This is an optimization exercise on Yosys and OpenROAD, whose aim is small area, not a production implementation. Function was checked by simulation only, so behaviour that the tests miss may differ from the original. The clock input has no modelled driver; a real chip could not lean on it and would need a root buffer or a full tree. Power figures rest on the tool's default switching activity, not on a simulated workload.

## top_happy_birthday
module top_happy_birthday #(
    parameter integer NumDig = 4
)(
    input  wire                   i_clk,
    input  wire                   i_rst,
    input  wire                   i_tx_ena_n,
    input  wire  [8:0]            i_pattern,
    output wire  [NumDig*7-1 : 0] o_hit_count,
    output wire                   o_hit_count_valid
);
==> flow/config.mk <==
export PLATFORM = sky130hd
export DESIGN_NAME = top_happy_birthday
export DESIGN_NICKNAME = top_happy_birthday
export VERILOG_FILES = /design/flow/design.v
export SDC_FILE = /design/flow/constraint.sdc
export NUM_CORES = 4
export LEC_CHECK = 0
export CAP_MARGIN = 20
export CORE_MARGIN = 2
export CORE_UTILIZATION = 70
export SLEW_MARGIN = 20
==> flow/constraint.sdc <==
create_clock -name core_clock -period 13.0 [get_ports {i_clk}]
set_input_delay 2.6000 -clock core_clock [delete_from_list [all_inputs] [get_ports {i_clk}]]
set_output_delay 2.6000 -clock core_clock [all_outputs]
set_load 0.01 [all_outputs]
standard.sh (not shown) runs the stock make flow with config.mk's settings and CLKGATE_MAP_FILE= SYNTH_SCRIPT=/design/flow/synth_recipe.tcl, a recipe that flattens the netlist after the stock synthesis.
==> flow/flow/run.sh <==
#!/bin/bash
# Standard ORFS layout of the standard synthesis, with changes to how the
# layout is made:
#  - after the standard synthesis, reopt.ys.sh re-maps the combinational
#    logic for area with ABC (registers are kept exactly as synthesised);
#    the smallest of several ABC scripts' results is kept;
#  - the port buffers are sky130 buf_1 cells instead of the default choice;
#  - CTS builds its tree without dummy loads; post_cts.tcl then sizes each
#    clock buffer to the smallest that keeps the clock-pin slew limit
#    after merging the leaf buffers in sibling pairs;
#  - post_cts.tcl also downsizes logic gates to drive strength 1 (timing has
#    ample slack).
# Each tool's output goes to a log file here (make_*.log, reopt_yosys.log),
# besides ORFS's own logs under orfs/logs.
set -euo pipefail
here=$(pwd)
export BUFFER_PORTS_ARGS="-inputs -outputs -buffer_cell sky130_fd_sc_hd__buf_1"
export CTS_ARGS="-sink_clustering_enable -repair_clock_nets -dont_use_dummy_load"
export POST_CTS_TCL=$here/flow/post_cts.tcl
export CLK_SLEW_LIMIT_NS=${CLK_SLEW_LIMIT_NS:-0.115}
export CLK_MERGE_PAIRS=${CLK_MERGE_PAIRS:-1}
res=$here/orfs/results/$FLOW_PLATFORM/top_happy_birthday/base

bash standard.sh synth > make_synth.log 2>&1
cp "$res/1_2_yosys.v" "$here/standard_synth.v"
export DONT_USE_LIST="$(grep -o 'sky130_fd_sc_hd__lpflow[a-z0-9_]*\|sky130_fd_sc_hd__probe[a-z0-9_]*' $FLOW_HOME/platforms/sky130hd/config.mk | sort -u | tr '\n' ' ')"
# Several ABC scripts (map*.abc: plain area mapping, and deep AIG synthesis
# with different settings before it) run side by side; the smallest result
# is used.
for s in 0 1 2 3; do
  bash flow/reopt.ys.sh "$here/standard_synth.v" "$here/reopt_$s.v" "$here/reopt_yosys_$s.log" "$here/flow/map$s.abc" "$here/reopt_$s.stat" &
done
wait
best=$(python3 flow/pick.py $here/reopt_[0-3].stat)
echo "using $best" > reopt_choice.log
cp "$here/reopt_$best.v" "$res/1_2_yosys.v"
rm -f "$res/1_synth.odb"
bash standard.sh > make_flow.log 2>&1
==> flow/flow/map3.abc <==
strash
&get -n
&deepsyn -T 240 -S 3
&put
strash
dch -f
map -a
strash
dch -f
map -a
strash
dch -f
map -a
topo
==> flow/flow/post_cts.tcl <==
set limit $::env(CLK_SLEW_LIMIT_NS)
set sizes {sky130_fd_sc_hd__clkbuf_1 sky130_fd_sc_hd__clkbuf_2 sky130_fd_sc_hd__clkbuf_4 sky130_fd_sc_hd__clkbuf_8 sky130_fd_sc_hd__clkbuf_16}
proc worst_clk_slew {} {
  estimate_parasitics -placement
  set w 0.0
  foreach p [get_pins -of_objects [all_registers] -filter "name==CLK"] {
    set s [get_property $p slew_max]
    if {$s > $w} { set w $s }
  }
  return $w
}
# Merge the CTS leaf buffers in sibling pairs (clkbuf_<l>_<2k> and
# clkbuf_<l>_<2k+1>, which the H-tree placed side by side): the sinks of the
# second move onto the first, and the second is removed. The sizing below
# then picks each remaining buffer's size.
proc merge_leaf_pairs {} {
  set block [ord::get_db_block]
  set leaves {}
  foreach inst [$block getInsts] {
    if {[regexp {^clkbuf_(\d+)_(\d+)__f_i_clk$} [$inst getName] -> lvl idx]} { dict set leaves $idx $inst }
  }
  foreach idx [lsort -integer [dict keys $leaves]] {
    if {$idx % 2 == 1 || ![dict exists $leaves [expr {$idx + 1}]]} { continue }
    set keep [dict get $leaves $idx]
    set gone [dict get $leaves [expr {$idx + 1}]]
    set knet [[$keep findITerm X] getNet]
    set gnet [[$gone findITerm X] getNet]
    set gin  [[$gone findITerm A] getNet]
    set pins {}
    foreach it [$gnet getITerms] {
      if {[$it getInst] ne $gone} { lappend pins "[[$it getInst] getName]/[[$it getMTerm] getName]" }
    }
    foreach p $pins {
      disconnect_pin [$gnet getName] $p
      connect_pin [$knet getName] $p
    }
    set gname [$gone getName]
    set gnet_name [$gnet getName]
    disconnect_pin [$gin getName] $gname/A
    delete_instance $gname
    delete_net $gnet_name
    puts "merged $gname into [$keep getName] ([llength $pins] sinks moved)"
  }
}
if {[info exists ::env(CLK_MERGE_PAIRS)] && $::env(CLK_MERGE_PAIRS)} { merge_leaf_pairs }

set bufs {}
foreach inst [[ord::get_db_block] getInsts] {
  if {[string match "clkbuf_*_i_clk" [$inst getName]]} { lappend bufs [$inst getName] }
}
# leaves (level > 0) first, then the root
set bufs [lsort -decreasing $bufs]
puts "clock buffers: $bufs; worst clock slew [worst_clk_slew]"
# Start every clock buffer at the largest size, then take each (leaves first,
# then the root) down to the smallest size that keeps the limit.
foreach b $bufs { replace_cell $b [lindex $sizes end] }
foreach b $bufs {
  foreach s $sizes {
    replace_cell $b $s
    set w [worst_clk_slew]
    if {$w <= $limit} { puts "$b: -> $s (worst clock slew $w)"; break }
  }
}
puts "worst clock slew after sizing [worst_clk_slew]"
detailed_placement
check_placement -verbose
estimate_parasitics -placement

# Downsize logic gates to drive strength 1 (or 0 where that is the smallest):
# synthesis maps some gates at higher drive strengths than this design's
# slack needs. Registers, clock buffers and plain buffers are left alone; the
# repair_design run after global routing fixes any slew or load this causes.
set lib_cells {}
foreach c [get_lib_cells sky130_fd_sc_hd__*] { dict set lib_cells [get_name $c] 1 }
set downsized 0
foreach inst [[ord::get_db_block] getInsts] {
  set m [[$inst getMaster] getName]
  if {![regexp {^sky130_fd_sc_hd__([a-z0-9]+)_([0-9]+)$} $m -> base size]} { continue }
  if {[regexp {^(df|sdf|edf|clk|buf|dly|tap|fill|decap|conb|diode)} $base]} { continue }
  foreach s {0 1} {
    set cand sky130_fd_sc_hd__${base}_$s
    if {$s < $size && [dict exists $lib_cells $cand]} {
      replace_cell [$inst getName] $cand
      incr downsized
      break
    }
  }
}
puts "downsized $downsized gates"
detailed_placement
check_placement -verbose
estimate_parasitics -placement
report_worst_slack -max
report_check_types -max_slew -max_capacitance
Other scripts of this flow, unchanged in this note and not shown: flow/flow/map0.abc, flow/flow/map1.abc, flow/flow/map2.abc, flow/flow/mkcells.py, flow/flow/pick.py, flow/flow/reopt.ys.sh
Edit:
--- a/flow/flow/run.sh
+++ b/flow/flow/run.sh
@@ -9,3 +9,3 @@
 #    clock buffer to the smallest that keeps the clock-pin slew limit
-#    after merging the leaf buffers in sibling pairs;
+#    (CLK_MERGE_PAIRS=1 would also merge the leaf buffers in pairs; off);
 #  - post_cts.tcl also downsizes logic gates to drive strength 1 (timing has
@@ -19,4 +19,4 @@
 export POST_CTS_TCL=$here/flow/post_cts.tcl
-export CLK_SLEW_LIMIT_NS=${CLK_SLEW_LIMIT_NS:-0.115}
-export CLK_MERGE_PAIRS=${CLK_MERGE_PAIRS:-1}
+export CLK_SLEW_LIMIT_NS=${CLK_SLEW_LIMIT_NS:-0.100}
+export CLK_MERGE_PAIRS=${CLK_MERGE_PAIRS:-0}
 res=$here/orfs/results/$FLOW_PLATFORM/top_happy_birthday/base
@@ -29,3 +29,3 @@
 # is used.
-for s in 0 1 2 3; do
+for s in 0 1 2 3 4 5; do
   bash flow/reopt.ys.sh "$here/standard_synth.v" "$here/reopt_$s.v" "$here/reopt_yosys_$s.log" "$here/flow/map$s.abc" "$here/reopt_$s.stat" &
@@ -33,3 +33,3 @@
 wait
-best=$(python3 flow/pick.py $here/reopt_[0-3].stat)
+best=$(python3 flow/pick.py $here/reopt_[0-5].stat)
 echo "using $best" > reopt_choice.log
==> flow/flow/map3.abc (replaced) <==
strash
&get -n
&deepsyn -T 240 -S 3
&put
strash
dch -f
amap
strash
dch -f
amap
strash
dch -f
amap
topo
==> flow/flow/map4.abc (new file) <==
strash
&get -n
&deepsyn -T 240 -o
&put
strash
dch -f
amap
strash
dch -f
amap
strash
dch -f
amap
topo
==> flow/flow/map5.abc (new file) <==
strash
&get -n
&deepsyn -T 240 -o
&put
strash
dch -f
map -a
strash
dch -f
map -a
strash
dch -f
map -a
strash
dch -f
map -a
strash
dch -f
map -a
strash
dch -f
amap
topo
Outcome: Non-clock buffer count stays the same; final area falls by 0.79%; synthesized area is lower by 1.1%; power stays flat; fmax is higher by 3.5%.
Edit:
--- a/flow/flow/run.sh
+++ b/flow/flow/run.sh
@@ -19,3 +19,3 @@
 export POST_CTS_TCL=$here/flow/post_cts.tcl
-export CLK_SLEW_LIMIT_NS=${CLK_SLEW_LIMIT_NS:-0.100}
+export CLK_SLEW_LIMIT_NS=${CLK_SLEW_LIMIT_NS:-0.115}
 export CLK_MERGE_PAIRS=${CLK_MERGE_PAIRS:-0}
@@ -29,3 +29,3 @@
 # is used.
-for s in 0 1 2 3 4 5; do
+for s in 0 1 2 3; do
   bash flow/reopt.ys.sh "$here/standard_synth.v" "$here/reopt_$s.v" "$here/reopt_yosys_$s.log" "$here/flow/map$s.abc" "$here/reopt_$s.stat" &
@@ -33,3 +33,3 @@
 wait
-best=$(python3 flow/pick.py $here/reopt_[0-5].stat)
+best=$(python3 flow/pick.py $here/reopt_[0-3].stat)
 echo "using $best" > reopt_choice.log
==> flow/flow/map3.abc (replaced) <==
strash
&get -n
&deepsyn -T 240 -S 3
&put
strash
dch -f
map -a
strash
dch -f
map -a
strash
dch -f
map -a
topo
removed: flow/flow/map4.abc
removed: flow/flow/map5.abc
Synthesized cell count rises by 6.0%.
Final area rises by 0.62%.
Worst setup slack gets worse by 0.027 ns.
Combinational power stays flat.
Total power falls by 1.1%.
Register-to-register slack gets worse by 0.02 ns.
Fmax falls by 0.61%.
Flip-flop and latch count is unchanged.
Edit:
--- a/flow/flow/run.sh
+++ b/flow/flow/run.sh
@@ -29,3 +29,3 @@
 # is used.
-for s in 0 1 2 3; do
+for s in 0 1 2 3 4 5; do
   bash flow/reopt.ys.sh "$here/standard_synth.v" "$here/reopt_$s.v" "$here/reopt_yosys_$s.log" "$here/flow/map$s.abc" "$here/reopt_$s.stat" &
@@ -33,3 +33,3 @@
 wait
-best=$(python3 flow/pick.py $here/reopt_[0-3].stat)
+best=$(python3 flow/pick.py $here/reopt_[0-5].stat)
 echo "using $best" > reopt_choice.log
==> flow/flow/map3.abc (replaced) <==
strash
&get -n
&deepsyn -T 240 -S 3
&put
strash
dch -f
amap
strash
dch -f
amap
strash
dch -f
amap
topo
==> flow/flow/map4.abc (new file) <==
strash
&get -n
&deepsyn -T 240 -o
&put
strash
dch -f
amap
strash
dch -f
amap
strash
dch -f
amap
topo
==> flow/flow/map5.abc (new file) <==
strash
&get -n
&deepsyn -T 240 -o
&put
strash
dch -f
map -a
strash
dch -f
map -a
strash
dch -f
map -a
strash
dch -f
map -a
strash
dch -f
map -a
strash
dch -f
amap
topo
=> Worst hold slack improved by 0.013 ns. Non-clock buffer count stays the same. Synthesized cell count falls by 5.6%. Final area falls by 0.93%. Clock-buffer cell count does not change. Die area falls by 1.0%. Cell count falls by 4.3%. Total power hardly moves.

## port drivers added, routing unchanged
No port has a modelled driver above. Below, the same layouts with a new extraction and two added sets of constraints.
Step 1 assumes that a clkbuf_16 drives the clock port and a buf_2 every other input.
Step 2, shift: input delay + t, output delay - t, t = (earliest + latest rising clock arrival at the registers) / 2. This alone moves slack from input paths to output paths.
Three values: no drivers, after step 1, after step 2; two values: the first two.
run	shift t [ns]	slack for setup (ns)	worst data-port slew with drivers (ns)
the first run	0.625	8.550 / 8.525 / 8.580	0.03
the second run	0.402	8.701 / 8.676 / 8.501	0.03
the third run	0.488	8.675 / 8.654 / 8.589	0.03
the fourth run	0.409	8.699 / 8.674 / 8.494	0.03
After both steps every run listed still meets setup and hold. For the fourth run, which loses most, drivers alone change the setup slack by -0.025 ns; drivers and shift together by -0.205 ns.
